This is an optimization exercise on Yosys and OpenROAD, whose aim is small area, a short achievable clock period and few clock cycles, not a production implementation. Function was checked by simulation only, so behaviour that the tests miss may differ from the original. The clock cells of runs 3 to 7 come from the design's own scripts or RTL, not from TritonCTS. The clock port is modelled as an ideal driver, which makes a skipped or thinned clock tree look cheaper than it is; a real chip needs a root buffer or a tree. No activity file was given, so power comes from the tool's default toggle rates.

`flow/run.sh`:
```
#!/bin/bash
# Layout flow: the standard ORFS flow, with plain buf_2 cells as the
# port buffers instead of the delay buffers buffer_ports picks by default.
set -euo pipefail
bash standard.sh "BUFFER_PORTS_ARGS=-buffer_cell sky130_fd_sc_hd__buf_2" finish > orfs_make.log 2>&1
```
`standard.sh`:
```
#!/bin/bash
# synth_recipe.tcl (not shown) runs the flow's synth.tcl, then flattens the netlist and writes it again
# the make line also repeats each setting of config.mk as NAME=value (left out here)
make -C /OpenROAD-flow-scripts/flow DESIGN_CONFIG=/design/flow/config.mk WORK_HOME=/design/flow/orfs CLKGATE_MAP_FILE= SYNTH_SCRIPT=/design/flow/synth_recipe.tcl "${@:-finish}"
```
`config.mk`:
```
export PLATFORM = sky130hd
export DESIGN_NAME = ULA
export DESIGN_NICKNAME = ULA
export VERILOG_FILES = /design/flow/design.v
export SDC_FILE = /design/flow/constraint.sdc
export NUM_CORES = 4
export LEC_CHECK = 0
export CAP_MARGIN = 20
export CORE_MARGIN = 2
export CORE_UTILIZATION = 40
export PLACE_DENSITY = 0.6
export SETUP_SLACK_MARGIN = 3.8
export SLEW_MARGIN = 20
```
`constraint.sdc`:
```
create_clock -name core_clock -period 6.0 [get_ports {clk}]
set_input_delay 1.2000 -clock core_clock [delete_from_list [all_inputs] [get_ports {clk}]]
set_output_delay 1.2000 -clock core_clock [all_outputs]
set_load 0.01 [all_outputs]
```
`design.v`:
```
module ULA (
    input clk,
    input reset,
    input [3:0] seletor,
    output saida,
    output [18:0] rom_addr,
    input [7:0] rom_data,
    output reg [18:0] ram_wraddr,
    output reg [7:0] ram_data,
    output reg ram_wren,
    output reg done
);
    assign saida = 1'b0;
    reg [3:0] mode;
    reg start;
    always @(posedge clk or negedge reset) begin
        if (!reset) begin
            mode  <= 4'b1111;
            start <= 1'b0;
        end else begin
            mode  <= seletor;
            start <= (seletor != mode);
        end
    end
    reg is_avg, is_dec, is_rep, f4;
    always @(posedge clk) begin
        f4     <= seletor[3];
        is_avg <= ~seletor[2] & seletor[1] & seletor[0];
        is_dec <= ~seletor[2] & ~seletor[1] & seletor[0];
        is_rep <= ~seletor[2] & ~seletor[0];
    end
    wire valid = ~mode[2] | (mode == 4'b0100);
    reg [1:0] c0, c1;
    reg [7:0] col;
    reg [6:0] r;
    reg run, bub;
    wire [1:0] lim0 = is_rep ? {f4, 1'b1} : 2'd0;
    wire [1:0] lim2 = is_rep ? {f4, 1'b1} : 2'd0;
    wire e0 = is_avg ? (r[0] & (~f4 | r[1])) : (c0 == 2'd0);
    wire e2 = (c1 == 2'd0);
    wire ex = (col == (is_dec ? (f4 ? 8'd156 : 8'd158) : 8'd159));
    wire ey = (r == (is_dec ? (f4 ? 7'd116 : 7'd118) : 7'd119));
    wire last = e0 & ex & e2 & ey;
    wire blk_end = is_avg & e0 & col[0] & (~f4 | col[1]);
    wire hold = blk_end & ~bub;
    wire [2:0] step = is_dec ? {f4, ~f4, 1'b0} : 3'd1;
    wire [7:0] col_p = col + step;
    wire [6:0] r_p = r + step;
    wire [6:0] r_top = {r[6:2], r[1] & ~f4, 1'b0};
    always @(posedge clk) begin
        if (start) begin
            c0 <= lim0; c1 <= lim2; col <= 0; r <= 0; bub <= 1'b0;
        end else if (hold) begin
            bub <= 1'b1;
        end else begin
            bub <= 1'b0;
            if (!e0) begin
                c0 <= c0 - 1'b1;
                if (is_avg) r <= r_p;
            end else begin
                c0 <= lim0;
                if (!ex) begin
                    col <= col_p;
                    if (is_avg) r <= r_top;
                end else begin
                    col <= 0;
                    if (!e2) c1 <= c1 - 1'b1;
                    else begin
                        c1 <= lim2;
                        r <= r_p;
                    end
                end
            end
        end
    end
    reg [9:0] rh;
    reg [4:0] rl;
    assign rom_addr = {4'b0, rh, rl};
    always @(posedge clk) begin
        rh <= {r, 2'b00} + r + col[7:5];
        rl <= col[4:0];
    end
    reg v0, q0, v1, q1;
    always @(posedge clk or negedge reset) begin
        if (!reset) begin
            run <= 1'b0;
            v0 <= 1'b0; q0 <= 1'b0; v1 <= 1'b0; q1 <= 1'b0;
            ram_wren <= 1'b0; done <= 1'b0;
        end else begin
            if (start) run <= valid;
            else if (last & ~hold) run <= 1'b0;
            v0 <= run & ~start & (is_avg ? bub : 1'b1);
            q0 <= run & ~start & ~bub;
            v1 <= v0 & ~start;
            q1 <= q0 & ~start;
            ram_wren <= v1 & ~start;
            done <= ~start & valid & ~run & ~v0 & ~v1;
        end
    end
    reg [3:0] ext;
    reg k1, k2;
    wire [3:0] b0 = ram_wren ? 4'd0 : ram_data[3:0];
    wire [3:0] b1 = ram_wren ? 4'd0 : ram_data[7:4];
    wire [4:0] s0 = b0 + rom_data[3:0];
    wire [4:0] s1 = b1 + rom_data[7:4] + k1;
    wire [4:0] t1 = ram_data[7:4] + k1;
    wire [3:0] t2 = ext + k2 + t1[4];
    always @(posedge clk) begin
        if (start) ram_wraddr <= {19{1'b1}};
        else ram_wraddr <= ram_wraddr + v1;
        if (v1 | ~q1) begin
            ext <= 4'd0; k1 <= 1'b0; k2 <= 1'b0;
        end else begin
            ext <= ext + k2; k1 <= s0[4]; k2 <= s1[4];
        end
        if (!is_avg) ram_data <= rom_data;
        else if (v1) ram_data <= f4 ? {t2, t1[3:0]} : {t2[1:0], t1[3:0], ram_data[3:2]};
        else if (!q1) ram_data <= 8'd0;
        else ram_data <= {s1[3:0], s0[3:0]};
    end
endmodule
```
==> results of run 1 <==
## worst min path at each step
| stage | startpoint | to |
|---|---|---|
| 5_1_grt | col[3]$_SDFFE_PP0P_ | rl[3]$_DFF_P_ |
| 3_3_place_gp | col[4]$_SDFFE_PP0P_ | rl[4]$_DFF_P_ |
| 3_5_place_dp | col[0]$_SDFFE_PP0P_ | rl[0]$_DFF_P_ |
| 6_report | col[0]$_SDFFE_PP0P_ | rl[0]$_DFF_P_ |
| 2_1_floorplan | col[2]$_SDFFE_PP0P_ | rl[2]$_DFF_P_ |
| 4_1_cts | col[0]$_SDFFE_PP0P_ | rl[0]$_DFF_P_ |
## power groups by stage
stage	Clock (W)	Sequential [W]	Combinational, W
final	0.000416	0.000587	0.0000961
after global routing	0.000456	0.000590	0.000109
after CTS	0.000432	0.000587	0.0000931
after detailed placement	0	0.000602	0.0000880
after global placement	0	0.000602	0.0000862
after floorplan	0	0.000597	0.0000682
## final cells by class
| cell class | count | area (um^2) |
|---|---|---|
| Inverter | 24 | 101 |
| Tap cell | 140 | 175 |
| Timing Repair Buffer | 72 | 408 |
| Multi-Input combinational cell | 340 | 2480 |
| Clock inverter | 7 | 78.8 |
| Clock buffer | 9 | 124 |
| Timing Repair inverter | 1 | 5.00 |
| Sequential cell | 84 | 1820 |
| Fill cell | 1061 | 5550 |
## critical path, delay by kind of cell
kind | cells | cell delay [ns]
fa+ha+maj | 2 | 0.91
compound gates | 3 | 0.24
buf+inv | 2 | 0.11
## kinds of logic (layout without fill, tap and decap cells)
group / Yosys count / after routing / share of synthesized area (%)
XOR/XNOR: 39 / 39 / 7.86
multiplexers: 7 / 7 / 1.64
AO/OA/AOI/OAI: 89 / 89 / 13.4
adder cells (fa/ha/maj): 41 / 41 / 12.6
flip-flops: 84 / 84 / 41.1
AND/OR/NAND/NOR: 159 / 159 / 18.9
other: 1 / 5 / 0.0862
buffers and inverters: 43 / 113 / 4.40
## state kept, by name, summed over array words and instances, names as in the netlist, 2 cells and up
register,cells
rh,10
r,7
ram_wraddr,19
ram_data,8
col,8
rl,5
c0,2
mode,4
ext,4
c1,2
## repair_timing
| action | CTS | global route |
|---|---|---|
| pin swaps | 14 | 6 |
| gates resized for setup | 20 | 21 |
| gates cloned | 0 | 1 |
| endpoints found under the setup margin | 29 | 25 |
| buffers inserted | 10 | 5 |
## placed cells by master (no fill, tap or decap), types with 3 or more instances in the layout
cell type	n
dfrtp_1	6
nand2_1	36
dfxtp_2	12
or3_1	6
ha_1	33
dfxtp_4	4
a21o_1	5
a21oi_1	28
or2_2	4
conb_1	5
xnor2_1	22
nor2b_1	14
a31oi_1	4
a211oi_1	5
o21ai_1	3
dfxtp_1	52
o21a_1	6
inv_6	4
and3_1	7
mux2i_1	6
nor2_1	34
nor3_1	6
nand3_1	15
buf_4	15
fa_2	4
nand4_1	5
or4_1	3
xor2_1	17
and2_1	3
o21ai_0	16
buf_2	56
dfstp_2	4
clkbuf_8	9
inv_1	19
edfxtp_1	4
inv_2	3
nand2b_1	5
o31ai_1	3
## through the flow
step	utilization, %	total power, W	worst slack (ns)	hold WS (ns)
after floorplan	-	0.000665	3.55	0.369
after global placement	44.3	0.000688	3.32	0.408
after detailed placement	44.3	0.000690	3.27	0.401
after CTS	47.3	0.00111	3.75	0.410
after global routing	48.3	0.00115	3.72	0.432
final	48.3	0.00110	3.80	0.417
## synthesized netlist by cell type, types with 7 or more instances
| library cell | instances | area (um^2) |
|---|---|---|
| a21oi_1 | 29 | 145 |
| and3_1 | 7 | 43.8 |
| clkbuf_1 | 11 | 41.3 |
| dfrtp_1 | 8 | 200 |
| dfxtp_1 | 68 | 1360 |
| ha_1 | 35 | 438 |
| inv_1 | 24 | 90.1 |
| nand2_1 | 36 | 135 |
| nand3_1 | 15 | 75.1 |
| nor2_1 | 35 | 131 |
| nor2b_1 | 16 | 100 |
| o21ai_0 | 19 | 95.1 |
| xnor2_1 | 22 | 193 |
| xor2_1 | 17 | 149 |
## layer usage
metal	GRT usage (%)	wire length (um)	vias up
li1	-	-	1747
met1	21.8	4330	1620
met2	25.6	4220	65
met3	3.62	379	14
met4	8.06	196	0
met5	0	0	-
==> flow_metrics.py, run 1 <==
metrics = {
    "floorplan": {
        "die_area_um2": 11700,
        "core_area_um2": 10700,
        "dieHeight_um": 108,
        "start_util_pct": 40.5,
        "num_io_pins": 63,
        "rows": 38,
        "die_x_um": 108,
    },
    "power_and_ir_drop": {
        "p_sw_w": 0.000283,
        "p_seq_share_pct": 53.4,
        "p_int_w": 0.000816,
        "swShare_pct": 25.8,
        "ir_drop_mv": 0.152,
        "power_density_nw_per_um2": 212,
        "cellLeakagePower_nw": 2.23,
        "combPwrFrac_pct": 8.7,
        "clkPwrFrac_pct": 37.8,
    },
    "yosys": {
        "avgSynthCellArea_um2": 9.39,
        "synth-main-ff-cell": "dfxtp_1",
        "synth-seq-cells": 84,
        "synth_cell_types": 61,
        "synth_edf_count": 4,
        "yosysWarnings": 1,
        "yosysSeqAreaShare_pct": 41.1,
        "synth_async_sr_flop_share_pct": 14.3,
        "syn_inst": 463,
        "syn_area_um2": 4350,
    },
    "setup_path": {
        "crit_start": "rom_data[4]",
        "r2r-end": "rh[8]$_DFF_P_",
        "critPathMaxStageDelay_ns": 0.53,
        "criticalPathCategory": "in2reg",
        "crit_end": "ram_data[5]$_DFF_P_",
        "cp.arrival_ns": 2.46,
        "cp_slowest_cell": "fa_2",
        "start_kind": "input pin",
        "cp-end-kind": "flip-flop",
        "path_cells": "buf_8 -> inv_8 -> fa_2 -> fa_2 -> o21ai_1 -> a21oi_1 -> a21oi_1",
        "required_ns": 6.26,
        "reg2reg_depth": 9,
        "critPathMaxFanout": 2,
        "reg2reg_setup_slack_ns": 3.81,
        "rr_startpoint": "col[7]$_SDFFE_PP0P_",
    },
    "hold_path": {
        "whs_path_depth": 0,
        "hold_class": "reg2reg",
    },
    "clock_tree": {
        "tritoncts": "done",
        "clock-sinks": 84,
        "clkLatencyLatePin_ns": 0.37,
        "htree_levels": 3,
        "cts_buffers": 9,
        "path_clk_slew_ns": 0.09,
        "clk_path_buf_depth": 2,
        "cts_root_buf": "clkbuf_8",
        "cts_hold_buf": 0,
    },
    "layout": {
        "instances_no_fill": 677,
        "final_cell_area_um2": 5190,
        "areaGrowthSynthToFinish_pct": 19.5,
        "final_net_count": 586,
        "drive_gt1_share_pct": 27.4,
        "num_antenna_cells": 0,
    },
    "job": {
        "maxCapViolations": 0,
    },
    "placed_design": {
        "globalplace.congestion": 0.779,
        "dp_hpwl_mm": 6.31,
        "dpl_cell_area_um2": 4760,
        "io_buffers": 57,
        "dp_cells": 645,
    },
    "drt": {
        "drt_iter0_drc": 163,
        "vias_per_cell": 5.09,
        "postRouteAntennaNets": 0,
        "firstDrtPassIters": 4,
        "wirelength_mm": 9.12,
        "wl_per_cell_um": 13.5,
        "drcViolationCount": 0,
        "vias": 3446,
    },
    "sta": {
        "fin_setup_tns_ns": 0,
        "post-route-period-util_pct": 36.7,
        "fin_crit_ns": 2.20,
        "clock.fmax_mhz": 455,
        "clock_skew_ns": 0.00976,
        "slew_violations": 0,
        "hold_viol_final": 0,
        "rsz0062_at_grt": "true",
        "setup_viol": 0,
    },
    "global_routing": {
        "grt_max_degree": 25,
        "grt_pass1_wl_mm": 15.1,
        "grt_usage_pct": 16.5,
        "grt_overflow": 0,
        "grt_pass1_vias": 3196,
        "antenna_found_initial": 0,
    },
    "status": {
        "status": "timing/DRC/antenna clean",
    },
}
Testbench counts, summed over its fixed seeds: cycles 2,512,935.
==> run 2: changes to the inputs <==
==> flow/run.sh (replaced) <==
#!/bin/bash
# Layout flow: the standard ORFS flow with two changes:
#  - synthesis maps adders through ABC like the rest of the logic instead of
#    extracting full/half adder cells first (ADDER_MAP_FILE empty);
#  - plain buf_2 cells as the port buffers instead of the delay buffers
#    buffer_ports picks by default.
set -euo pipefail
bash standard.sh \
  "ADDER_MAP_FILE=" \
  "BUFFER_PORTS_ARGS=-buffer_cell sky130_fd_sc_hd__buf_2" \
  finish > orfs_make.log 2>&1
==> run 2 against run 1 <==
Compared with the run above:
- core utilization is 0.20 points lower
- clock power rose by 41%
- worst setup slack worse by 0.18 ns
- via count up 15%
- cell count is 6.8% higher
- combinational power shrank about 10%
- non-clock buffer count decreased by 5
- synthesized cell count is 16% higher
- clock-buffer cell count is the same
- largest power group unchanged
- critical path type unchanged
- worst hold slack worse by 0.018 ns
- highest routed layer unchanged
==> flow_metrics.py, run 2 <==
metrics = {
    "yosys": {
        "synthTopCellsByArea": "dfxtp_1, xnor2_1, nand2_1",
        "synth.top_cell.area_share_pct": 30.1,
        "yosysSeqAreaShare_pct": 39.5,
        "synth-main-ff-cell": "dfxtp_1",
        "synth_cell_types": 76,
        "syn_inst": 536,
        "synth-seq-cells": 84,
        "avgSynthCellArea_um2": 8.45,
        "synth_edf_count": 4,
        "synth_common_cells": "dfxtp_1, nand2_1, nor2_1, xnor2_1, o21ai_0",
        "syn_area_um2": 4530,
        "synth_async_sr_flop_share_pct": 14.3,
        "yosys.area.top_type": "dfxtp_1",
        "yosysWarnings": 1,
        "synth_most_common_cell": "dfxtp_1",
    },
    "floorplan": {
        "num_io_pins": 63,
        "die_x_um": 110,
        "start_util_pct": 41.4,
        "die_area_um2": 12200,
        "rows": 38,
        "dieHeight_um": 110,
        "core_area_um2": 10900,
    },
    "power_and_ir_drop": {
        "cellLeakagePower_nw": 2.02,
        "ir_drop_mv": 0.171,
        "power_density_nw_per_um2": 241,
        "power.total_w": 0.00127,
    },
    "sta": {
        "rsz0062_at_grt": "true",
        "clock_skew_ns": 0.00591,
        "worst_slew_pin_slew_ns": 0.700,
        "fin_setup_tns_ns": 0,
        "fin_crit_ns": 2.39,
        "clock.fmax_mhz": 419,
        "post-route-period-util_pct": 39.8,
        "whs_ns": 0.399,
        "hold_viol_final": 0,
        "slew_headroom_pct": 52.9,
        "slew_violations": 0,
        "setup_viol": 0,
    },
    "global_routing": {
        "antenna_found_initial": 0,
        "grt_max_degree": 29,
        "grt_pass1_wl_mm": 16.7,
        "grt_usage_pct": 17.5,
        "grt_pass1_vias": 3498,
        "grt_overflow": 0,
    },
    "setup_path": {
        "required_ns": 6.23,
        "cp_num_cells": 7,
        "cp-end-kind": "flip-flop",
        "cp.arrival_ns": 2.62,
        "crit_start": "rom_data[4]",
        "path_cells": "buf_8 -> maj3_2 -> o22a_1 -> a31o_1 -> a32oi_1 -> o21ai_1 -> a221o_1",
        "critical_path.top_delay_family": "compound AO/OA/AOI/OAI gates",
        "critPathMaxStageDelay_ns": 0.32,
        "rr_startpoint": "k1$_SDFF_PP0_",
        "r2r-end": "ram_data[7]$_DFF_P_",
        "criticalPathCategory": "in2reg",
        "reg2reg_setup_slack_ns": 3.85,
        "cp_slowest_cell": "a221o_1",
        "critPathMaxFanout": 6,
        "path_buf_inv": 1,
        "crit_end": "ram_data[6]$_DFF_P_",
        "reg2reg_depth": 7,
        "start_kind": "input pin",
    },
    "layout": {
        "final_util_pct": 48.1,
        "drive_gt1_share_pct": 21.4,
        "final_net_count": 592,
        "final_cell_mix": "nand2_1, nor2_1, dfxtp_1, buf_2, xnor2_1",
        "num_antenna_cells": 0,
        "instances_no_fill": 723,
        "reg_top3": "ram_wraddr: 19 flops, rh: 10 flops",
        "nFillCells": 1054,
        "largest_reg_flops": 19,
        "largest-register": "ram_wraddr",
        "areaGrowthSynthToFinish_pct": 16.2,
    },
    "placed_design": {
        "dp_cells": 696,
        "globalplace.congestion": 0.852,
        "io_buffers": 57,
        "dp_hpwl_mm": 6.89,
    },
    "clock_tree": {
        "clock-sinks": 84,
        "path_clk_slew_ns": 0.07,
        "cts_root_buf": "clkbuf_16",
        "htree_levels": 3,
        "tritoncts": "done",
        "cts_hold_buf": 0,
        "cts_buffers": 9,
        "clkLatencyLatePin_ns": 0.34,
        "clk_path_buf_depth": 2,
    },
    "drt": {
        "drcViolationCount": 0,
        "postRouteAntennaNets": 0,
        "vias_per_cell": 5.46,
        "wirelength_mm": 10.3,
        "wl_per_cell_um": 14.3,
        "firstDrtPassIters": 5,
        "drt_iter0_drc": 221,
        "vias": 3946,
    },
    "job": {
        "maxCapViolations": 0,
    },
    "hold_path": {
        "hold_class": "reg2reg",
    },
    "status": {
        "status": "timing/DRC/antenna clean",
    },
}
run 2: cell families after synthesis:
family	share of synthesized area (%)
other	0.0828
multiplexers	0.249
AO/OA/AOI/OAI	20.1
buffers and inverters	6.16
flip-flops	39.5
AND/OR/NAND/NOR	22.0
XOR/XNOR	10.8
adder cells (fa/ha/maj)	1.16
run 2: power breakdown:
group	switching (W)	total [W]	internal (W)
clock	0.000252	0.000587	0.000334
sequential	0.0000185	0.000593	0.000575
combinational	0.0000483	0.0000863	0.0000380
total	0.000319	0.00127	0.000947
run 2: metrics by stage:
| stage | instance area [um^2] | worst slack, ns |
|---|---|---|
| floorplan | 4550 | 3.30 |
| global placement | 4800 | 3.18 |
| detailed placement | 4800 | 3.17 |
| CTS | 5180 | 3.59 |
| global route | 5260 | 3.57 |
| finish | 5260 | 3.61 |
run 2: layer usage:
metal  part of all wire [%]  vias up  GRT usage [%]
met5                      0        -              0
met4                    1.4        0           7.86
met3                    4.0       13           3.47
met2                     48       79           27.1
met1                     47     1896           23.7
li1                       -     1958              -
run 2: worst min path at each step:
stage,start,end,cells after the start
2_1_floorplan,col[4]$_SDFFE_PP0P_,rl[4]$_DFF_P_,0
3_3_place_gp,col[4]$_SDFFE_PP0P_,rl[4]$_DFF_P_,0
3_5_place_dp,col[4]$_SDFFE_PP0P_,rl[4]$_DFF_P_,0
4_1_cts,col[4]$_SDFFE_PP0P_,rl[4]$_DFF_P_,0
5_1_grt,col[4]$_SDFFE_PP0P_,rl[4]$_DFF_P_,0
6_report,col[4]$_SDFFE_PP0P_,rl[4]$_DFF_P_,0
run 2: layout make-up:
| type | count | area (um^2) | share of cell area [%] |
|---|---|---|---|
| timing repair buffer | 67 | 379 | 7.20 |
| sequential | 84 | 1810 | 34.4 |
| clock inverter | 7 | 93.8 | 1.78 |
| tap | 140 | 175 | 3.33 |
| multi-input combinational | 397 | 2500 | 47.5 |
| clock buffer | 9 | 225 | 4.28 |
| timing repair inverter | 1 | 5.00 | 0.0951 |
| inverter | 18 | 71.3 | 1.35 |
run 2: timing repair:
item	in CTS	in global routing
setup buffers	5	5
resized for setup	13	13
cloned	0	1
endpoints found under the setup margin	30	30
pin swaps	9	7
run 2: worst reg2reg max path, cell delays in order (launching register included):
cell and delay (ns):
dfxtp_1 0.62, maj3_2 0.33, buf_4 0.11, o211ai_1 0.12, a211oi_2 0.26, xor2_1 0.22, o21ai_1 0.08, a221o_1 0.30
==> run 3: changes to the inputs <==
--- a/design.v
+++ b/design.v
@@ -80,11 +80,12 @@
         rh <= {r, 2'b00} + r + col[7:5];
         rl <= col[4:0];
     end
-    reg v0, q0, v1, q1;
+    reg v0, q0, v1, q1, v2, q2;
     always @(posedge clk or negedge reset) begin
         if (!reset) begin
             run <= 1'b0;
             v0 <= 1'b0; q0 <= 1'b0; v1 <= 1'b0; q1 <= 1'b0;
+            v2 <= 1'b0; q2 <= 1'b0;
             ram_wren <= 1'b0; done <= 1'b0;
         end else begin
             if (start) run <= valid;
@@ -93,29 +94,34 @@
             q0 <= run & ~start & ~bub;
             v1 <= v0 & ~start;
             q1 <= q0 & ~start;
-            ram_wren <= v1 & ~start;
-            done <= ~start & valid & ~run & ~v0 & ~v1;
+            v2 <= v1 & ~start;
+            q2 <= q1 & ~start;
+            ram_wren <= v2 & ~start;
+            done <= ~start & valid & ~run & ~v0 & ~v1 & ~v2;
         end
     end
+    reg [7:0] rd;
     reg [3:0] ext;
-    reg k1, k2;
-    wire [3:0] b0 = ram_wren ? 4'd0 : ram_data[3:0];
-    wire [3:0] b1 = ram_wren ? 4'd0 : ram_data[7:4];
-    wire [4:0] s0 = b0 + rom_data[3:0];
-    wire [4:0] s1 = b1 + rom_data[7:4] + k1;
+    reg k1, k2, w;
+    wire [3:0] b0 = w ? 4'd0 : ram_data[3:0];
+    wire [3:0] b1 = w ? 4'd0 : ram_data[7:4];
+    wire [4:0] s0 = b0 + rd[3:0];
+    wire [4:0] s1 = b1 + rd[7:4] + k1;
     wire [4:0] t1 = ram_data[7:4] + k1;
     wire [3:0] t2 = ext + k2 + t1[4];
     always @(posedge clk) begin
+        rd <= rom_data;
+        w <= v2;
         if (start) ram_wraddr <= {19{1'b1}};
-        else ram_wraddr <= ram_wraddr + v1;
-        if (v1 | ~q1) begin
+        else ram_wraddr <= ram_wraddr + v2;
+        if (v2 | ~q2) begin
             ext <= 4'd0; k1 <= 1'b0; k2 <= 1'b0;
         end else begin
             ext <= ext + k2; k1 <= s0[4]; k2 <= s1[4];
         end
-        if (!is_avg) ram_data <= rom_data;
-        else if (v1) ram_data <= f4 ? {t2, t1[3:0]} : {t2[1:0], t1[3:0], ram_data[3:2]};
-        else if (!q1) ram_data <= 8'd0;
+        if (!is_avg) ram_data <= rd;
+        else if (v2) ram_data <= f4 ? {t2, t1[3:0]} : {t2[1:0], t1[3:0], ram_data[3:2]};
+        else if (!q2) ram_data <= 8'd0;
         else ram_data <= {s1[3:0], s0[3:0]};
     end
 endmodule
==> flow/run.sh (replaced) <==
#!/bin/bash
# Layout flow: the standard ORFS flow with two changes:
#  - plain buf_2 cells as the port buffers instead of the delay buffers
#    buffer_ports picks by default;
#  - the clock tree is four clkbuf_16 cells driven by the clock port, each
#    driving the flip-flops nearest to it (flow/cts_hook.tcl replaces
#    TritonCTS's two-level H-tree).
set -euo pipefail
here=$(cd "$(dirname "$0")" && pwd)
CLKBUF_N=4 bash standard.sh \
  "BUFFER_PORTS_ARGS=-buffer_cell sky130_fd_sc_hd__buf_2" \
  "PRE_CTS_TCL=$here/cts_hook.tcl" \
  finish > orfs_make.log 2>&1
==> flow/cts_hook.tcl (new file) <==
# Clock buffering in place of TritonCTS's H-tree: the clock port drives
# CLKBUF_N clkbuf_16 cells (1, 2 or 4), each placed at the centre of the
# flip-flops it drives; the flip-flops are split between them by position.
proc clock_tree_synthesis { args } {
  set nbuf 1
  if { [info exists ::env(CLKBUF_N)] } { set nbuf $::env(CLKBUF_N) }
  set block [ord::get_db_block]
  set clk_net [$block findNet clk]
  set master [[ord::get_db] findMaster sky130_fd_sc_hd__clkbuf_16]
  set sinks {}
  foreach it [$clk_net getITerms] {
    set loc [[$it getInst] getLocation]
    lappend sinks [list $it [lindex $loc 0] [lindex $loc 1]]
  }
  # split into groups: by x, then each half by y
  set groups [list $sinks]
  set axis 1
  while { [llength $groups] < $nbuf } {
    set ng {}
    foreach g $groups {
      set s [lsort -integer -index $axis $g]
      set h [expr {[llength $s] / 2}]
      lappend ng [lrange $s 0 [expr {$h - 1}]] [lrange $s $h end]
    }
    set groups $ng
    set axis [expr {3 - $axis}]
  }
  set i 0
  foreach g $groups {
    set buf [odb::dbInst_create $block $master clkbuf_root_$i]
    set net [odb::dbNet_create $block clknet_root_$i]
    $net setSigType CLOCK
    set sx 0; set sy 0
    foreach s $g {
      set it [lindex $s 0]
      $it disconnect
      $it connect $net
      set sx [expr {$sx + [lindex $s 1]}]; set sy [expr {$sy + [lindex $s 2]}]
    }
    [$buf findITerm A] connect $clk_net
    [$buf findITerm X] connect $net
    set n [llength $g]
    $buf setLocation [expr {$sx / $n}] [expr {$sy / $n}]
    $buf setPlacementStatus PLACED
    puts "clock buffer clkbuf_root_$i drives $n sinks"
    incr i
  }
  $clk_net setSigType CLOCK
}
--- a/config.mk
+++ b/config.mk
@@ -9,5 +9,5 @@
 export CORE_MARGIN = 2
 export CORE_UTILIZATION = 40
 export PLACE_DENSITY = 0.6
-export SETUP_SLACK_MARGIN = 3.8
+export SETUP_SLACK_MARGIN = 3.9
 export SLEW_MARGIN = 20
==> run 3 against run 2 <==
Compared with the run above:
- via count decreased by 14%
- critical path depth up 2
- routed wire length down 10%
- die area increased by 0.56%
- design area increased by 2.4%
- cell count fell by 6.6%
- clock power fell by 51%
- combinational power increased by 4.8%
- critical endpoint is now rh[8]$_DFF_P_
- largest cell class unchanged
- highest routed layer unchanged
==> flow_metrics.py, run 3 <==
metrics = {
    "drt": {
        "drcViolationCount": 0,
        "vias": 3412,
        "firstDrtPassIters": 4,
        "wl_per_cell_um": 13.8,
        "vias_per_cell": 5.05,
        "wirelength_mm": 9.28,
        "postRouteAntennaNets": 0,
        "drt_iter0_drc": 123,
    },
    "layout": {
        "num_antenna_cells": 0,
        "nFillCells": 1020,
        "final_cell_mix": "dfxtp_1, buf_2, nor2_1, nand2_1, a21oi_1",
        "areaGrowthSynthToFinish_pct": 18.4,
        "final_net_count": 591,
        "final_cell_area_um2": 5390,
        "reg_top3": "ram_wraddr: 19 flops, rh: 10 flops",
        "largest_reg_flops": 19,
        "largest-register": "ram_wraddr",
        "drive_gt1_share_pct": 26.0,
        "final_common_cell": "dfxtp_1",
    },
    "yosys": {
        "syn_area_um2": 4550,
        "synth_cell_types": 60,
        "synth-main-ff-cell": "dfxtp_1",
        "synth_async_sr_flop_share_pct": 14.7,
        "synthTopCellsByArea": "dfxtp_1, ha_1, dfrtp_1",
        "synth_common_cells": "dfxtp_1, nor2_1, nand2_1, ha_1, a21oi_1",
        "yosysSeqAreaShare_pct": 44.3,
        "synth_most_common_cell": "dfxtp_1",
        "synth.top_cell.area_share_pct": 33.8,
        "yosys.area.top_type": "dfxtp_1",
        "avgSynthCellArea_um2": 9.75,
        "syn_inst": 467,
        "synth-seq-cells": 95,
        "yosysWarnings": 1,
        "synth_edf_count": 4,
    },
    "sta": {
        "hold_viol_final": 0,
        "rsz0062_at_grt": "true",
        "clock.fmax_mhz": 455,
        "fin_setup_tns_ns": 0,
        "fin_crit_ns": 2.20,
        "slew_violations": 0,
        "worst_slew_pin_slew_ns": 0.567,
        "setup_viol": 0,
        "post-route-period-util_pct": 36.6,
        "clock_skew_ns": 0.0104,
        "slew_headroom_pct": 62.0,
    },
    "clock_tree": {
        "path_clk_slew_ns": 0.10,
        "clkLatencyLatePin_ns": 0.16,
        "cts_hold_buf": 0,
    },
    "hold_path": {
        "hold_class": "reg2reg",
    },
    "floorplan": {
        "num_io_pins": 63,
        "dieHeight_um": 111,
        "core_area_um2": 11000,
        "die_area_um2": 12300,
        "rows": 38,
        "die_x_um": 111,
        "start_util_pct": 41.5,
    },
    "setup_path": {
        "criticalPathCategory": "reg2reg",
        "cp.arrival_ns": 2.24,
        "critPathMaxStageDelay_ns": 0.52,
        "start_kind": "flip-flop",
        "path_buf_inv": 2,
        "required_ns": 6.05,
        "path_cells": "inv_2 -> fa_1 -> inv_1 -> ha_1 -> a21o_1 -> a21oi_2 -> o21ai_2 -> o41ai_2 -> xnor2_1",
        "cp_slowest_cell": "fa_1",
        "critical_path.top_delay_family": "adder cells",
        "critPathMaxFanout": 4,
        "cp-end-kind": "flip-flop",
    },
    "global_routing": {
        "grt_max_degree": 25,
        "grt_usage_pct": 14.6,
        "grt_overflow": 0,
        "antenna_found_initial": 0,
        "grt_pass1_wl_mm": 15.7,
        "grt_pass1_vias": 3303,
    },
    "placed_design": {
        "dp_hpwl_mm": 6.44,
        "io_buffers": 57,
        "globalplace.congestion": 0.825,
        "dpl_cell_area_um2": 4980,
    },
    "power_and_ir_drop": {
        "cellLeakagePower_nw": 2.23,
        "ir_drop_mv": 0.131,
        "power_density_nw_per_um2": 194,
    },
    "status": {
        "status": "timing/DRC/antenna clean",
    },
    "job": {
        "maxCapViolations": 0,
    },
}
[run 3: cell types whose count changed after synthesis, moves of 9 or more]
| cell | previous run | this run |
|---|---|---|
| o21ai_0 | 34 | 15 |
| dfxtp_1 | 68 | 77 |
| ha_1 | 0 | 35 |
| xnor2_1 | 39 | 27 |
| nand2_1 | 58 | 37 |
| nor2_1 | 58 | 46 |
| buf_2 | 10 | 0 |
| nor2b_1 | 8 | 18 |
| a21oi_1 | 25 | 34 |
[run 3: layout make-up]
type | count | area, um^2 | area share (%)
flip-flops and latches | 95 | 2050 | 38.0
multi-input cells | 336 | 2530 | 47.0
well taps | 140 | 175 | 3.25
repair buffers | 76 | 443 | 8.21
inverters | 23 | 90.1 | 1.67
repair inverters | 1 | 5.00 | 0.0928
plain buffers | 4 | 100 | 1.86
[run 3: where the power goes]
part           internal [W]  switching [W]  total [W]  leakage [nW]
combinational     0.0000407      0.0000497  0.0000904          1.33
sequential         0.000650      0.0000171   0.000667         0.853
clock              0.000123       0.000166   0.000289        0.0493
[run 3: final timing paths]
kind,slack [ns],endpoint,cells past startpoint,start
max,3.80,rh[8]$_DFF_P_,9,r[0]$_SDFFE_PP0P_
min,0.40,rl[2]$_DFF_P_,0,col[2]$_SDFFE_PP0P_
max reg2reg,3.80,rh[8]$_DFF_P_,9,r[0]$_SDFFE_PP0P_
min reg2reg,0.40,rl[2]$_DFF_P_,0,col[2]$_SDFFE_PP0P_
max in group asynchronous,4.80,mode[2]$_DFF_PN1_,1,reset
min in group asynchronous,0.91,run$_DFFE_PN0P_,1,reset
[run 3: cells by family (layout without fill, tap and decap cells)]
group	count (synthesis)	in the layout	synth area share, %
AOI/OAI and AO/OA	78	78	11.3
xor gates and xnor gates	43	43	8.27
adders and majority gates	42	42	12.3
buffers and inverters	40	104	3.98
DFF	95	95	44.3
muxes	5	5	1.21
other	1	5	0.0823
and+or+nand+nor	163	163	18.7
[run 3: worst register-to-register path, stage by stage (launching register included)]
cell and delay, ns:
dfxtp_4 0.38, inv_2 0.04, fa_1 0.52, inv_1 0.05
ha_1 0.26, a21o_1 0.17, a21oi_2 0.15, o21ai_2 0.09
o41ai_2 0.30, xnor2_1 0.11
[run 3: repair_timing]
item                                    CTS  global route
buffers inserted                         11             8
resized for setup                        24            23
pin swaps                                16            17
endpoints found under the setup margin   29            24
cloned                                    1             0
endpoints found under the hold margin     0             0
[run 3: per-stage QoR]
step / utilization [%] / power, W / instances / setup slack, ns / hold slack (ns)
2_1_floorplan: - / 0.000742 / 471 / 3.78 / 0.368
3_3_place_gp: 45.4 / 0.000765 / 651 / 3.36 / 0.389
3_5_place_dp: 45.4 / 0.000767 / 651 / 3.24 / 0.390
4_1_cts: 47.6 / 0.000984 / 667 / 3.80 / 0.387
5_1_grt: 49.1 / 0.00109 / 675 / 3.68 / 0.415
6_report: 49.1 / 0.00105 / 675 / 3.80 / 0.400
[run 3: layer usage]
metal | wire length, um | global-route usage, % | vias to the layer above
li1 | - | - | 1721
met1 | 4480 | 20.5 | 1638
met2 | 4470 | 25.8 | 46
met3 | 241 | 0.929 | 7
met4 | 93 | 1.25 | 0
met5 | 0 | 0 | -
Testbench counts of run 3, summed over its fixed seeds: cycles 2,512,962.
==> run 4: changes to the inputs <==
==> flow/run.sh (replaced) <==
#!/bin/bash
# Layout flow: the standard ORFS flow with three changes:
#  - synthesis maps adders through ABC like the rest of the logic instead of
#    extracting full/half adder cells first (ADDER_MAP_FILE empty);
#  - plain buf_2 cells as the port buffers instead of the delay buffers
#    buffer_ports picks by default;
#  - the clock tree is four clkbuf_16 cells driven by the clock port, each
#    driving the flip-flops nearest to it (flow/cts_hook.tcl replaces
#    TritonCTS's two-level H-tree).
set -euo pipefail
here=$(cd "$(dirname "$0")" && pwd)
CLKBUF_N=4 bash standard.sh \
  "ADDER_MAP_FILE=" \
  "BUFFER_PORTS_ARGS=-buffer_cell sky130_fd_sc_hd__buf_2" \
  "PRE_CTS_TCL=$here/cts_hook.tcl" \
  finish > orfs_make.log 2>&1
--- a/config.mk
+++ b/config.mk
@@ -9,5 +9,5 @@
 export CORE_MARGIN = 2
 export CORE_UTILIZATION = 40
 export PLACE_DENSITY = 0.6
-export SETUP_SLACK_MARGIN = 3.9
+export SETUP_SLACK_MARGIN = 4.0
 export SLEW_MARGIN = 20
==> run 4 against run 3 <==
Compared with the run above:
- synthesized cell count up 21%
- worst setup slack better by 0.24 ns
- first-iteration DRC count up 130%
- sequential share of layout area up 0.63 points
- via count up 20%
- synthesized area up 5.2%
- sequential power up 0.7%
- worst hold slack worse by 0.0014 ns
- critical endpoint is now ram_data[2]
- largest power group unchanged
- highest routed layer unchanged
==> flow_metrics.py, run 4 <==
metrics = {
    "status": {
        "status": "timing/DRC/antenna clean",
    },
    "global_routing": {
        "grt_usage_pct": 15.5,
        "antenna_found_initial": 0,
        "grt_max_degree": 26,
        "grt_pass1_vias": 3600,
        "grt_pass1_wl_mm": 17.4,
        "grt_overflow": 0,
    },
    "yosys": {
        "yosys.area.top_type": "dfxtp_1",
        "synth_cell_types": 79,
        "synth_common_cells": "dfxtp_1, nand2_1, nor2_1, o21ai_0, xnor2_1",
        "synth-seq-cells": 95,
        "synth_compound_area_share_pct": 20.5,
        "synth_most_common_cell": "dfxtp_1",
        "synth-simple-area-share_pct": 20.8,
        "synthAdderAreaFrac_pct": 0.862,
        "yosysWarnings": 1,
        "synthMuxAreaShare_pct": 1.31,
        "synthXorXnorAreaFrac_pct": 8.96,
        "synth.top_cell.area_share_pct": 32.2,
        "synth-main-ff-cell": "dfxtp_1",
        "yosysSeqAreaShare_pct": 42.1,
        "syn_inst": 566,
        "synthTopCellsByArea": "dfxtp_1, xnor2_1, nand2_1",
        "synth_edf_count": 4,
        "syn_area_um2": 4790,
        "synth_top_family_by_area": "simple AND/OR/NAND/NOR gates",
        "synth_async_sr_flop_share_pct": 14.7,
        "avgSynthCellArea_um2": 8.47,
    },
    "setup_path": {
        "cp_slowest_cell": "dfxtp_1",
        "critPathMaxFanout": 5,
        "path_cells": "buf_2",
        "required_ns": 4.80,
        "path_buf_inv": 1,
        "cp.arrival_ns": 0.76,
        "crit_start": "ram_data[2]$_DFF_P_",
        "cp-end-kind": "output port",
        "critical_path.top_delay_family": "flip-flops",
        "critPathMaxStageDelay_ns": 0.43,
        "criticalPathCategory": "reg2out",
        "rr_startpoint": "r[0]$_SDFFE_PP0P_",
        "start_kind": "flip-flop",
    },
    "layout": {
        "reg_top3": "ram_wraddr: 19 flops, rh: 10 flops",
        "drive_gt1_share_pct": 20.0,
        "final_common_cell": "nand2_1",
        "final_cell_mix": "nand2_1, dfxtp_1, buf_2, nor2_1, o21ai_0",
        "final_util_pct": 46.3,
        "num_antenna_cells": 0,
        "final_net_count": 617,
        "areaGrowthSynthToFinish_pct": 11.7,
        "largest_reg_flops": 19,
        "largest-register": "ram_wraddr",
    },
    "sta": {
        "clock.fmax_mhz": 511,
        "fin_crit_ns": 1.96,
        "rsz0062_at_grt": "true",
        "fin_setup_tns_ns": 0,
        "worst_slew_pin_slew_ns": 0.592,
        "clock_skew_ns": 0.0168,
        "slew_violations": 0,
        "post-route-period-util_pct": 32.6,
        "hold_viol_final": 0,
        "setup_viol": 0,
        "slew_headroom_pct": 60.5,
    },
    "job": {
        "maxCapViolations": 0,
    },
    "floorplan": {
        "die_x_um": 113,
        "die_area_um2": 12900,
        "rows": 39,
        "dieHeight_um": 113,
        "start_util_pct": 41.4,
        "core_area_um2": 11600,
        "num_io_pins": 63,
    },
    "power_and_ir_drop": {
        "ir_drop_mv": 0.117,
        "power.total_w": 0.00103,
        "cellLeakagePower_nw": 1.99,
        "power_density_nw_per_um2": 193,
    },
    "hold_path": {
        "min_from": "col[4]$_SDFFE_PP0P_",
        "hold_class": "reg2reg",
    },
    "placed_design": {
        "globalplace.congestion": 0.826,
        "dp_hpwl_mm": 7.27,
        "io_buffers": 57,
    },
    "drt": {
        "vias_per_cell": 5.49,
        "top_layer_used": "met4",
        "drcViolationCount": 0,
        "met1Wirelength_mm": 5.21,
        "firstDrtPassIters": 5,
        "postRouteAntennaNets": 0,
        "vias": 4083,
        "wirelength_mm": 10.7,
        "wl_per_cell_um": 14.3,
        "drt_iter0_drc": 279,
        "wl_met3_um": 393,
        "wl_met2_mm": 4.98,
    },
    "clock_tree": {
        "path_clk_slew_ns": 0.09,
        "cts_hold_buf": 0,
        "clkLatencyLatePin_ns": 0.16,
    },
}
run 4: final timing paths:
kind	slack (ns)	cells after the start	endpoint
max	4.04	1	ram_data[2]
min	0.40	0	rl[4]$_DFF_P_
max reg2reg	4.08	6	rh[8]$_DFF_P_
min reg2reg	0.40	0	rl[4]$_DFF_P_
max in group asynchronous	4.79	1	mode[3]$_DFF_PN1_
min in group asynchronous	0.91	1	run$_DFFE_PN0P_
run 4: through the flow:
stage	std cells	hold WS (ns)	area (um^2)	setup slack, ns
after floorplan	570	0.364	4810	4.02
after global placement	728	0.383	5070	3.51
after detailed placement	728	0.380	5070	3.42
after CTS	734	0.383	5230	4.00
after global routing	744	0.411	5350	3.92
final	744	0.398	5350	4.04
run 4: kinds of logic (layout without fill, tap and decap cells):
family | after synthesis | after routing
flip-flops | 95 | 95
XOR/XNOR | 49 | 49
adder cells (fa/ha/maj) | 4 | 4
other | 1 | 5
AND/OR/NAND/NOR | 203 | 203
AO/OA/AOI/OAI | 149 | 149
buffers and inverters | 59 | 90
multiplexers | 6 | 6
run 4: cell type report:
class | count | area (um^2)
fill | 1164 | 6210
multi-input combinational | 416 | 2570
sequential | 95 | 2070
timing repair buffer | 69 | 375
tap | 143 | 179
buffer | 4 | 100
inverter | 17 | 65.1
run 4: per-layer routing:
layer  vias to the layer above  global-route usage, %
met3                         4                   1.17
met5                         -                      0
met2                        77                   25.9
li1                       2069                      -
met4                         0                   1.14
met1                      1933                   23.1
run 4: what timing repair did:
item                                   CTS  global route
pin swaps                                3             6
gates resized for setup                 21            19
endpoints found under the hold margin    0             0
setup endpoints to repair               38            28
buffers inserted                         2            10
run 4: worst reg2reg max path, cell delays in order, from the launching register on:
cell     delay (ns)
dfxtp_2        0.48
inv_1          0.15
or3b_4         0.46
a21oi_1        0.19
o21ai_1        0.13
a311o_1        0.37
nand3_1        0.09
run 4: power breakdown:
part           switching (W)  internal (W)
logic              0.0000442     0.0000336
registers          0.0000231      0.000649
clock network       0.000159      0.000122
total               0.000226      0.000805
==> run 5: changes to the inputs <==
--- a/design.v
+++ b/design.v
@@ -13,14 +13,10 @@
     assign saida = 1'b0;
     reg [3:0] mode;
     reg start;
+    always @(posedge clk) mode <= seletor;
     always @(posedge clk or negedge reset) begin
-        if (!reset) begin
-            mode  <= 4'b1111;
-            start <= 1'b0;
-        end else begin
-            mode  <= seletor;
-            start <= (seletor != mode);
-        end
+        if (!reset) start <= 1'b1;
+        else start <= (seletor != mode);
     end
     reg is_avg, is_dec, is_rep, f4;
     always @(posedge clk) begin
@@ -81,21 +77,20 @@
         rl <= col[4:0];
     end
     reg v0, q0, v1, q1, v2, q2;
+    always @(posedge clk) begin
+        if (start) run <= valid;
+        else if (last & ~hold) run <= 1'b0;
+        v0 <= run & ~start & (is_avg ? bub : 1'b1);
+        q0 <= run & ~start & ~bub;
+        v1 <= v0 & ~start;
+        q1 <= q0 & ~start;
+        v2 <= v1 & ~start;
+        q2 <= q1 & ~start;
+    end
     always @(posedge clk or negedge reset) begin
         if (!reset) begin
-            run <= 1'b0;
-            v0 <= 1'b0; q0 <= 1'b0; v1 <= 1'b0; q1 <= 1'b0;
-            v2 <= 1'b0; q2 <= 1'b0;
             ram_wren <= 1'b0; done <= 1'b0;
         end else begin
-            if (start) run <= valid;
-            else if (last & ~hold) run <= 1'b0;
-            v0 <= run & ~start & (is_avg ? bub : 1'b1);
-            q0 <= run & ~start & ~bub;
-            v1 <= v0 & ~start;
-            q1 <= q0 & ~start;
-            v2 <= v1 & ~start;
-            q2 <= q1 & ~start;
             ram_wren <= v2 & ~start;
             done <= ~start & valid & ~run & ~v0 & ~v1 & ~v2;
         end
==> run 5 against run 4 <==
Compared with the run above:
- cell count is 1.3% higher
- worst setup slack worse by 0.043 ns
- register-to-register slack is essentially flat
- first-iteration DRC count decreased by 36%
- synthesized cell count grew 0.53%
==> flow_metrics.py, run 5 <==
metrics = {
    "yosys": {
        "synthMuxAreaShare_pct": 1.06,
        "synth_top_family_by_area": "simple AND/OR/NAND/NOR gates",
        "avgSynthCellArea_um2": 8.50,
        "synth-seq-cells": 94,
        "synth.top_cell.area_share_pct": 35.6,
        "synth_most_common_cell": "dfxtp_1",
        "synth_edf_count": 5,
        "synth_cell_types": 79,
        "yosys.area.top_type": "dfxtp_1",
        "synthTopCellsByArea": "dfxtp_1, xnor2_1, nand2_1",
        "synth_async_sr_flop_share_pct": 3.19,
        "synth-main-ff-cell": "dfxtp_1",
        "synth-simple-area-share_pct": 20.9,
        "synth_common_cells": "dfxtp_1, nand2_1, nor2_1, a21oi_1, o21ai_0",
        "syn_inst": 569,
        "yosysSeqAreaShare_pct": 40.3,
        "synthAdderAreaFrac_pct": 0.906,
        "syn_area_um2": 4840,
        "synthXorXnorAreaFrac_pct": 9.60,
        "synth_compound_area_share_pct": 19.8,
        "yosysWarnings": 1,
    },
    "layout": {
        "nFillCells": 1163,
        "final_common_cell": "dfxtp_1",
        "largest_reg_flops": 19,
        "instances_no_fill": 754,
        "largest-register": "ram_wraddr",
        "drive_gt1_share_pct": 20.3,
        "final_net_count": 623,
        "reg_top3": "ram_wraddr: 19 flops, rh: 10 flops",
        "final_cell_mix": "dfxtp_1, nand2_1, nor2_1, buf_2, a21oi_1",
        "areaGrowthSynthToFinish_pct": 11.6,
        "num_antenna_cells": 0,
    },
    "drt": {
        "postRouteAntennaNets": 0,
        "wl_per_cell_um": 13.6,
        "firstDrtPassIters": 4,
        "vias_per_cell": 5.29,
        "drcViolationCount": 0,
        "wl_met3_um": 367,
        "vias": 3991,
        "wl_met2_mm": 4.81,
        "wirelength_mm": 10.3,
        "top_layer_used": "met4",
        "met1Wirelength_mm": 4.94,
        "drt_iter0_drc": 178,
    },
    "job": {
        "maxCapViolations": 0,
    },
    "sta": {
        "whs_ns": 0.412,
        "fin_crit_ns": 2.00,
        "fin_setup_tns_ns": 0,
        "worst_slew_pin_slew_ns": 0.596,
        "clock.fmax_mhz": 500,
        "setup_viol": 0,
        "hold_viol_final": 0,
        "slew_headroom_pct": 60.3,
        "rsz0062_at_grt": "true",
        "clock_skew_ns": 0.00809,
        "post-route-period-util_pct": 33.3,
        "slew_violations": 0,
    },
    "setup_path": {
        "cp.arrival_ns": 0.80,
        "required_ns": 4.80,
        "critPathMaxFanout": 12,
        "start_kind": "flip-flop",
        "path_buf_inv": 1,
        "cp-end-kind": "output port",
        "path_cells": "buf_2",
        "cp_slowest_cell": "dfxtp_2",
        "critical_path.top_delay_family": "flip-flops",
        "reg2reg_depth": 7,
        "reg2reg_setup_slack_ns": 4.08,
        "critPathMaxStageDelay_ns": 0.47,
        "r2r-end": "r[6]$_SDFFE_PP0P_",
        "rr_startpoint": "f4$_DFF_P_",
        "criticalPathCategory": "reg2out",
    },
    "placed_design": {
        "globalplace.congestion": 0.858,
        "io_buffers": 57,
        "dp_cells": 735,
        "dp_hpwl_mm": 7.00,
    },
    "floorplan": {
        "die_area_um2": 13000,
        "rows": 40,
        "start_util_pct": 40.6,
        "num_io_pins": 63,
        "core_area_um2": 11900,
        "dieHeight_um": 114,
        "die_x_um": 114,
    },
    "global_routing": {
        "grt_pass1_wl_mm": 17.1,
        "grt_overflow": 0,
        "grt_pass1_vias": 3621,
        "antenna_found_initial": 0,
        "grt_max_degree": 27,
        "grt_usage_pct": 15.2,
    },
    "status": {
        "status": "timing/DRC/antenna clean",
    },
    "power_and_ir_drop": {
        "power_density_nw_per_um2": 192,
        "cellLeakagePower_nw": 2.06,
        "ir_drop_mv": 0.128,
    },
    "clock_tree": {
        "path_clk_slew_ns": 0.09,
        "clkLatencyLatePin_ns": 0.16,
    },
    "hold_path": {
        "min_to": "rl[2]$_DFF_P_",
        "whs_path_depth": 0,
        "min_from": "col[2]$_SDFFE_PP0P_",
        "hold_class": "reg2reg",
    },
}
-- run 5: cell count changes after synthesis, sizes merged, moves of 6 or more --
cell    before  now
nor2        53   59
o21ai       48   42
xor2        16   23
dfrtp       10    2
a211oi       8    0
a21oi       31   41
nand3       10   16
dfxtp       77   86
-- run 5: timing repair --
item | in CTS | in global routing
hold buffers | 0 | 0
buffers inserted | 3 | 10
cloned | 2 | 0
endpoints found under the setup margin | 23 | 28
pin swaps | 4 | 9
gates resized for setup | 16 | 27
-- run 5: final cells by class --
class,instances,area [um^2],area share [%]
multi-input cells,417,2610,48.3
flip-flops and latches,94,1990,36.9
repair buffers,72,435,8.07
well taps,147,184,3.41
plain buffers,4,100,1.85
inverters,19,75.1,1.39
repair inverters,1,5.00,0.0927
-- run 5: how the worst max path moves through the flow --
stage                   startpoint                   endpoint  slack [ns]  cells past startpoint
3_3_place_gp            v2$_DFF_P_  ram_wraddr[17]$_SDFF_PP1_        3.72                      6
3_5_place_dp            v2$_DFF_P_  ram_wraddr[17]$_SDFF_PP1_        3.67                      6
5_1_grt        ram_data[7]$_DFF_P_                ram_data[7]        3.97                      1
2_1_floorplan  ram_data[4]$_DFF_P_              k2$_SDFF_PP0_        4.12                      7
6_report       ram_data[7]$_DFF_P_                ram_data[7]        4.00                      1
4_1_cts        ram_data[6]$_DFF_P_        ram_data[6]$_DFF_P_        4.01                      6
-- run 5: logic make-up (layout without fill, tap and decap cells) --
| kind of cell | Yosys count | in the layout |
|---|---|---|
| xor+xnor | 53 | 53 |
| fa+ha+maj | 4 | 4 |
| simple gates | 203 | 203 |
| mux | 5 | 5 |
| other cells | 1 | 5 |
| buf+inv | 62 | 96 |
| flops | 94 | 94 |
| compound gates | 147 | 147 |
-- run 5: per-stage QoR --
step / total power (W) / utilization, % / setup slack, ns / area, um^2
5_1_grt: 0.00108 / 45.3 / 3.97 / 5400
3_3_place_gp: 0.000759 / 42.4 / 3.72 / 5040
2_1_floorplan: 0.000741 / - / 4.12 / 4850
4_1_cts: 0.000982 / 44.0 / 4.01 / 5240
6_report: 0.00104 / 45.3 / 4.00 / 5400
3_5_place_dp: 0.000761 / 42.4 / 3.67 / 5040
-- run 5: report_power, final --
group	leakage, nW	switching, W	internal (W)
logic	1.21	0.0000502	0.0000426
clock network	0.0493	0.000158	0.000122
registers	0.805	0.0000216	0.000642
-- run 5: layer usage --
metal | vias to the layer above | global-route usage (%)
li1 | 2055 | -
met1 | 1853 | 21.5
met2 | 73 | 25.2
met3 | 10 | 1.54
met4 | 0 | 3.01
met5 | - | 0
Testbench counts of run 5, summed over its fixed seeds: cycles 2,512,959.
==> run 6: changes to the inputs <==
--- a/config.mk
+++ b/config.mk
@@ -5,6 +5,7 @@
 export SDC_FILE = /design/flow/constraint.sdc
 export NUM_CORES = 4
 export LEC_CHECK = 0
+export ABC_AREA = 1
 export CAP_MARGIN = 20
 export CORE_MARGIN = 2
 export CORE_UTILIZATION = 40
==> run 6 against run 5 <==
Compared with the run above:
- combinational power grew 1%
- still clean
- largest cell class unchanged
- clock skew rose by 0.0034 ns
- cell count up 19%
- largest power group unchanged
==> flow_metrics.py, run 6 <==
metrics = {
    "status": {
        "status": "timing/DRC/antenna clean",
    },
    "sta": {
        "slew_headroom_pct": 66.2,
        "hold_viol_final": 0,
        "whs_ns": 0.402,
        "rsz0062_at_grt": "false",
        "fin_setup_tns_ns": 0,
        "clock.fmax_mhz": 511,
        "slew_violations": 0,
        "post-route-period-util_pct": 32.6,
        "fin_crit_ns": 1.96,
        "worst_slew_pin_slew_ns": 0.504,
        "setup_viol": 0,
        "clock_skew_ns": 0.0115,
    },
    "layout": {
        "final_net_count": 768,
        "reg_top3": "ram_wraddr: 19 flops, rh: 10 flops",
        "final_common_cell": "nand2_1",
        "final_cell_mix": "nand2_1, inv_1, dfxtp_1, nor2_1, nand3_1",
        "areaGrowthSynthToFinish_pct": 10.9,
        "largest-register": "ram_wraddr",
        "num_antenna_cells": 0,
        "instances_no_fill": 899,
        "drive_gt1_share_pct": 16.9,
        "largest_reg_flops": 19,
        "nFillCells": 1246,
    },
    "yosys": {
        "synth-seq-cells": 94,
        "synth-main-ff-cell": "dfxtp_1",
        "syn_area_um2": 4850,
        "synthTopCellsByArea": "dfxtp_1, nand2_1, inv_1",
        "syn_inst": 699,
        "avgSynthCellArea_um2": 6.93,
        "synth_edf_count": 5,
        "yosysSeqAreaShare_pct": 40.2,
        "synth_most_common_cell": "nand2_1",
        "synth_async_sr_flop_share_pct": 3.19,
        "synth_common_cells": "nand2_1, inv_1, dfxtp_1, nor2_1, nand3_1",
        "yosysWarnings": 1,
        "yosys.area.top_type": "dfxtp_1",
        "synth.top_cell.area_share_pct": 35.5,
        "synth_cell_types": 50,
    },
    "setup_path": {
        "cp.arrival_ns": 0.76,
        "path_cells": "buf_2",
        "cp-end-kind": "output port",
        "critPathMaxFanout": 6,
        "critical_path.top_delay_family": "flip-flops",
        "required_ns": 4.80,
        "cp_slowest_cell": "dfxtp_1",
        "reg2reg_depth": 9,
        "path_buf_inv": 1,
        "critPathMaxStageDelay_ns": 0.44,
        "cp_num_cells": 1,
        "criticalPathCategory": "reg2out",
        "start_kind": "flip-flop",
    },
    "placed_design": {
        "io_buffers": 57,
        "dp_hpwl_mm": 7.72,
        "globalplace.congestion": 0.805,
        "dp_cells": 888,
    },
    "clock_tree": {
        "cts_hold_buf": 0,
        "clkLatencyLatePin_ns": 0.16,
        "path_clk_slew_ns": 0.10,
    },
    "power_and_ir_drop": {
        "ir_drop_mv": 0.136,
        "power.total_w": 0.00104,
        "cellLeakagePower_nw": 2.71,
        "power_density_nw_per_um2": 193,
    },
    "drt": {
        "postRouteAntennaNets": 0,
        "drcViolationCount": 0,
        "vias_per_cell": 4.88,
        "drt_iter0_drc": 195,
        "vias": 4387,
        "wirelength_mm": 10.3,
        "wl_per_cell_um": 11.5,
        "firstDrtPassIters": 4,
    },
    "global_routing": {
        "grt_pass1_vias": 3795,
        "grt_pass1_wl_mm": 17.3,
        "grt_overflow": 0,
        "grt_usage_pct": 15.4,
        "grt_max_degree": 31,
        "antenna_found_initial": 0,
    },
    "floorplan": {
        "die_area_um2": 13000,
        "die_x_um": 114,
        "num_io_pins": 63,
        "rows": 40,
        "start_util_pct": 40.7,
        "core_area_um2": 11900,
        "dieHeight_um": 114,
    },
    "job": {
        "maxCapViolations": 0,
    },
    "hold_path": {
        "hold_class": "reg2reg",
        "whs_path_depth": 2,
    },
}
## run 6: changes by cell type after synthesis, sizes merged, moves of 8 or more
cell and delta:
a21oi -8, and3 -8, clkbuf -19, inv +77
nand2 +145, nand3 +46, nor2 +20, nor2b -11
o21ai -9, xnor2 -22, xor2 -13
## run 6: cell type report
class                           instances  area [um^2]  share of cell area, %
Buffer                                  4          100                   1.86
Inverter                               98          375                   6.98
Multi-Input combinational cell        492         2420                   45.0
Sequential cell                        94         1960                   36.5
Tap cell                              147          184                   3.42
Timing Repair Buffer                   63          330                   6.15
Timing Repair inverter                  1         5.00                 0.0931
## run 6: worst paths after layout
check	startpoint	endpoint	slack, ns
max in group asynchronous	reset	start$_DFF_PN1_	4.96
worst min-delay path	q0$_DFF_P_	q1$_DFF_P_	0.40
worst max register to register	f4$_DFF_P_	col[5]$_SDFFE_PP0P_	4.17
worst max-delay path	ram_wraddr[8]$_SDFF_PP1_	ram_wraddr[8]	4.04
worst min register to register	q0$_DFF_P_	q1$_DFF_P_	0.40
min in group asynchronous	reset	done$_DFF_PN0_	0.83
## run 6: routing by layer
metal	track usage (%)	share of wire (%)	up-vias
li1	-	-	2322
met1	21.8	48	1982
met2	26.8	47	78
met3	1.32	4.1	5
met4	0.976	0.76	0
met5	0	0	-
## run 6: per-stage QoR
step           instance area, um^2  worst slack (ns)  utilization (%)
6_report                      5370              4.04             45.1
3_3_place_gp                  5200              3.79             43.7
5_1_grt                       5370              4.00             45.1
4_1_cts                       5310              4.01             44.6
3_5_place_dp                  5200              3.70             43.7
2_1_floorplan                 4860              4.37                -
## run 6: cell families (layout without fill, tap and decap cells)
kind of cell	Yosys count	after routing	share of synthesized area [%]
other cells	1	5	0.0774
buf+inv	117	166	10.3
compound gates	82	82	9.55
simple gates	387	387	36.7
flops	94	94	40.2
xor+xnor	18	18	3.25
## run 6: timing repair
| item | in CTS | in global routing |
|---|---|---|
| cloned | 0 | 1 |
| endpoints found under the setup margin | 16 | 18 |
| pin swaps | 0 | 1 |
| buffers inserted | 0 | 6 |
| resized for setup | 2 | 10 |
## run 6: report_power, final
| group | leakage, nW | internal (W) | switching, W |
|---|---|---|---|
| clock | 0.0493 | 0.000122 | 0.000161 |
| sequential | 0.796 | 0.000645 | 0.0000179 |
| combinational | 1.87 | 0.0000356 | 0.0000582 |
| total | 2.71 | 0.000803 | 0.000237 |
==> run 7: changes to the inputs <==
--- a/config.mk
+++ b/config.mk
@@ -10,5 +10,5 @@
 export CORE_MARGIN = 2
 export CORE_UTILIZATION = 40
 export PLACE_DENSITY = 0.6
-export SETUP_SLACK_MARGIN = 4.0
+export SETUP_SLACK_MARGIN = 4.2
 export SLEW_MARGIN = 20
==> run 7 against run 6 <==
Compared with the run above:
- total power grew 0.92%
- critical path type unchanged
- maximum frequency grew 3.8%
- synthesized cell count is the same
- first-iteration DRC count shrank 0.51%
- critical endpoint is now ram_wren
- clock power is essentially flat
- global-route usage grew 0.20 points
- sequential share of layout area shrank 1.6 points
- design area grew 8.5%
- combinational power grew 16%
- core utilization grew 3.8 points
- cell count grew 2.8%
==> flow_metrics.py, run 7 <==
metrics = {
    "clock_tree": {
        "clkLatencyLatePin_ns": 0.16,
        "path_clk_slew_ns": 0.10,
        "cts_hold_buf": 0,
    },
    "setup_path": {
        "crit_start": "ram_wren$_DFF_PN0_",
        "start_kind": "flip-flop",
        "path_cells": "buf_6",
        "reg2reg_depth": 7,
        "critical_path.top_delay_family": "flip-flops",
        "critPathMaxStageDelay_ns": 0.40,
        "cp_slowest_cell": "dfrtp_1",
        "critPathMaxFanout": 1,
        "required_ns": 4.80,
        "cp.arrival_ns": 0.69,
        "criticalPathCategory": "reg2out",
        "path_buf_inv": 1,
        "cp_num_cells": 1,
        "cp-end-kind": "output port",
        "rr_startpoint": "is_avg$_DFF_P_",
    },
    "sta": {
        "rsz0062_at_grt": "true",
        "post-route-period-util_pct": 31.4,
        "clock.fmax_mhz": 530,
        "hold_viol_final": 0,
        "slew_violations": 0,
        "setup_viol": 0,
        "clock_skew_ns": 0.0112,
        "fin_crit_ns": 1.89,
        "fin_setup_tns_ns": 0,
    },
    "hold_path": {
        "whs_path_depth": 2,
        "min_from": "q0$_DFF_P_",
        "hold_class": "reg2reg",
    },
    "global_routing": {
        "grt_overflow": 0,
        "antenna_found_initial": 0,
        "grt_pass1_vias": 3820,
        "grt_max_degree": 25,
        "grt_pass1_wl_mm": 17.5,
        "grt_usage_pct": 15.6,
    },
    "yosys": {
        "yosysWarnings": 1,
        "synth_async_sr_flop_share_pct": 3.19,
        "synth.top_cell.area_share_pct": 35.5,
        "synth-main-ff-cell": "dfxtp_1",
        "synth_most_common_cell": "nand2_1",
        "avgSynthCellArea_um2": 6.93,
        "synth-seq-cells": 94,
        "synth_edf_count": 5,
        "syn_area_um2": 4850,
        "yosys.area.top_type": "dfxtp_1",
        "synth_common_cells": "nand2_1, inv_1, dfxtp_1, nor2_1, nand3_1",
        "synth_cell_types": 50,
        "syn_inst": 699,
        "synthTopCellsByArea": "dfxtp_1, nand2_1, inv_1",
        "yosysSeqAreaShare_pct": 40.2,
    },
    "placed_design": {
        "io_buffers": 57,
        "dp_hpwl_mm": 7.72,
        "dp_cells": 888,
        "globalplace.congestion": 0.805,
    },
    "drt": {
        "drt_iter0_drc": 194,
        "postRouteAntennaNets": 0,
        "wirelength_mm": 10.9,
        "wl_per_cell_um": 11.8,
        "drcViolationCount": 0,
        "firstDrtPassIters": 5,
        "vias": 4487,
        "vias_per_cell": 4.86,
    },
    "floorplan": {
        "core_area_um2": 11900,
        "die_area_um2": 13000,
        "num_io_pins": 63,
        "start_util_pct": 40.7,
        "dieHeight_um": 114,
        "die_x_um": 114,
        "rows": 40,
    },
    "layout": {
        "areaGrowthSynthToFinish_pct": 20.2,
        "drive_gt1_share_pct": 22.9,
        "final_common_cell": "nand2_1",
        "reg_top3": "ram_wraddr: 19 flops, rh: 10 flops",
        "largest_reg_flops": 19,
        "num_antenna_cells": 0,
        "final_net_count": 793,
        "nFillCells": 1210,
        "largest-register": "ram_wraddr",
        "final_cell_mix": "nand2_1, inv_1, nor2_1, nand3_1, dfxtp_1",
        "instances_no_fill": 924,
    },
    "job": {
        "maxCapViolations": 0,
    },
    "power_and_ir_drop": {
        "p_seq_share_pct": 62.5,
        "cellLeakagePower_nw": 2.91,
        "power_density_nw_per_um2": 180,
        "combPwrFrac_pct": 10.4,
        "swShare_pct": 23.0,
        "clkPwrFrac_pct": 27.1,
        "p_sw_w": 0.000241,
        "power.total_w": 0.00105,
        "p_int_w": 0.000808,
        "ir_drop_mv": 0.162,
    },
    "status": {
        "status": "timing/DRC/antenna clean",
    },
}
-- run 7: cell counts after synthesis --
No cell type changed its count.
-- run 7: cells by family after synthesis --
| kind of cell | after synthesis | synth area share (%) |
|---|---|---|
| AO/OA/AOI/OAI | 82 | 9.55 |
| XOR/XNOR | 18 | 3.25 |
| buffers and inverters | 117 | 10.3 |
| flip-flops | 94 | 40.2 |
| other | 1 | 0.0774 |
| AND/OR/NAND/NOR | 387 | 36.7 |
-- run 7: final timing paths --
kind,to,slack (ns)
setup / recovery,ram_wren,4.11
hold / removal,q1$_DFF_P_,0.40
setup reg to reg,run$_SDFFCE_PN0P_,4.28
hold reg to reg,q1$_DFF_P_,0.40
max in group asynchronous,start$_DFF_PN1_,4.96
min in group asynchronous,ram_wren$_DFF_PN0_,0.83
-- run 7: power by group through the flow --
stage                     Combinational [W]  Clock (W)  Sequential, W
after floorplan                   0.0000746          0       0.000670
after global placement            0.0000880          0       0.000676
after detailed placement          0.0000899          0       0.000676
after CTS                         0.0000928   0.000215       0.000677
after global routing               0.000122   0.000319       0.000658
final                              0.000109   0.000285       0.000655
-- run 7: area by class of cell --
class	instances	area (um^2)	share of cell area [%]
sequential	94	2030	34.9
buffer	4	100	1.72
inverter	98	375	6.44
timing repair inverter	1	7.51	0.129
multi-input combinational	492	2420	41.5
timing repair buffer	88	712	12.2
tap	147	184	3.16
-- run 7: stage by stage --
step	setup slack [ns]	utilization [%]	cell area [um^2]	hold slack, ns
finish	4.11	48.9	5830	0.402
global route	4.09	48.9	5830	0.435
CTS	4.15	44.9	5350	0.395
detailed placement	3.70	43.7	5200	0.395
global placement	3.79	43.7	5200	0.389
floorplan	4.37	-	4860	0.332
-- run 7: layer usage --
metal / wire, um / vias to the layer above / global-route usage (%)
li1: - / 2374 / -
met1: 5100 / 2034 / 22.2
met2: 5260 / 72 / 27.1
met3: 433 / 7 / 1.32
met4: 82 / 0 / 0.976
met5: 0 / - / 0
-- run 7: repair_timing --
action	4_1_cts	5_1_grt
pin swaps	0	1
setup buffers	4	27
setup endpoints to repair	26	70
resized for setup	6	79
cloned	1	0
-- run 7: worst min-delay path: cells and delay by family, from the launching register on --
| family | cells | cell delay, ns |
|---|---|---|
| and+or+nand+nor | 1 | 0.03 |
| DFF | 1 | 0.31 |
| buffers and inverters | 1 | 0.04 |

-- port drivers added, routing unchanged --
Ports are ideal in the flow. The routed layouts listed here were re-timed in OpenROAD.
Step 1 sets driving cells, clkbuf_16 on the clock port and buf_2 on the other inputs (assumed; they add their load-dependent delay and slew).
Step 2 times the ports against the registers' clock, not the clock port: input delays grow and output delays shrink by t, the midpoint of the rising clock arrivals with the driver on.
a / b / c = no drivers / after step 1 / after step 2; a / b = the first two.
| run | t (ns) | setup WS [ns] | hold WS [ns] | slew at the worst register clock pin (ns) |
|---|---|---|---|---|
| run 1 | 0.399 | 3.800 / 3.783 / 3.384 | 0.417 / 0.417 / 0.417 | 0.09 / 0.09 |
| run 2 | 0.378 | 3.615 / 3.614 / 3.236 | 0.399 / 0.399 / 0.399 | 0.07 / 0.07 |
| run 3 | 0.237 | 3.804 / 3.804 / 3.804 | 0.400 / 0.400 / 0.400 | 0.10 / 0.10 |
| run 4 | 0.238 | 4.043 / 3.960 / 4.081 | 0.398 / 0.398 / 0.398 | 0.10 / 0.10 |
| run 5 | 0.239 | 4.000 / 3.915 / 4.076 | 0.412 / 0.412 / 0.412 | 0.10 / 0.10 |
| run 6 | 0.235 | 4.042 / 3.963 / 4.169 | 0.402 / 0.402 / 0.402 | 0.10 / 0.10 |
| run 7 | 0.235 | 4.114 / 4.034 / 4.270 | 0.402 / 0.402 / 0.402 | 0.10 / 0.10 |
After both steps setup and hold are still met in every run listed. For run 1, which loses most, drivers alone change the setup slack by -0.017 ns; drivers and shift together by -0.416 ns.
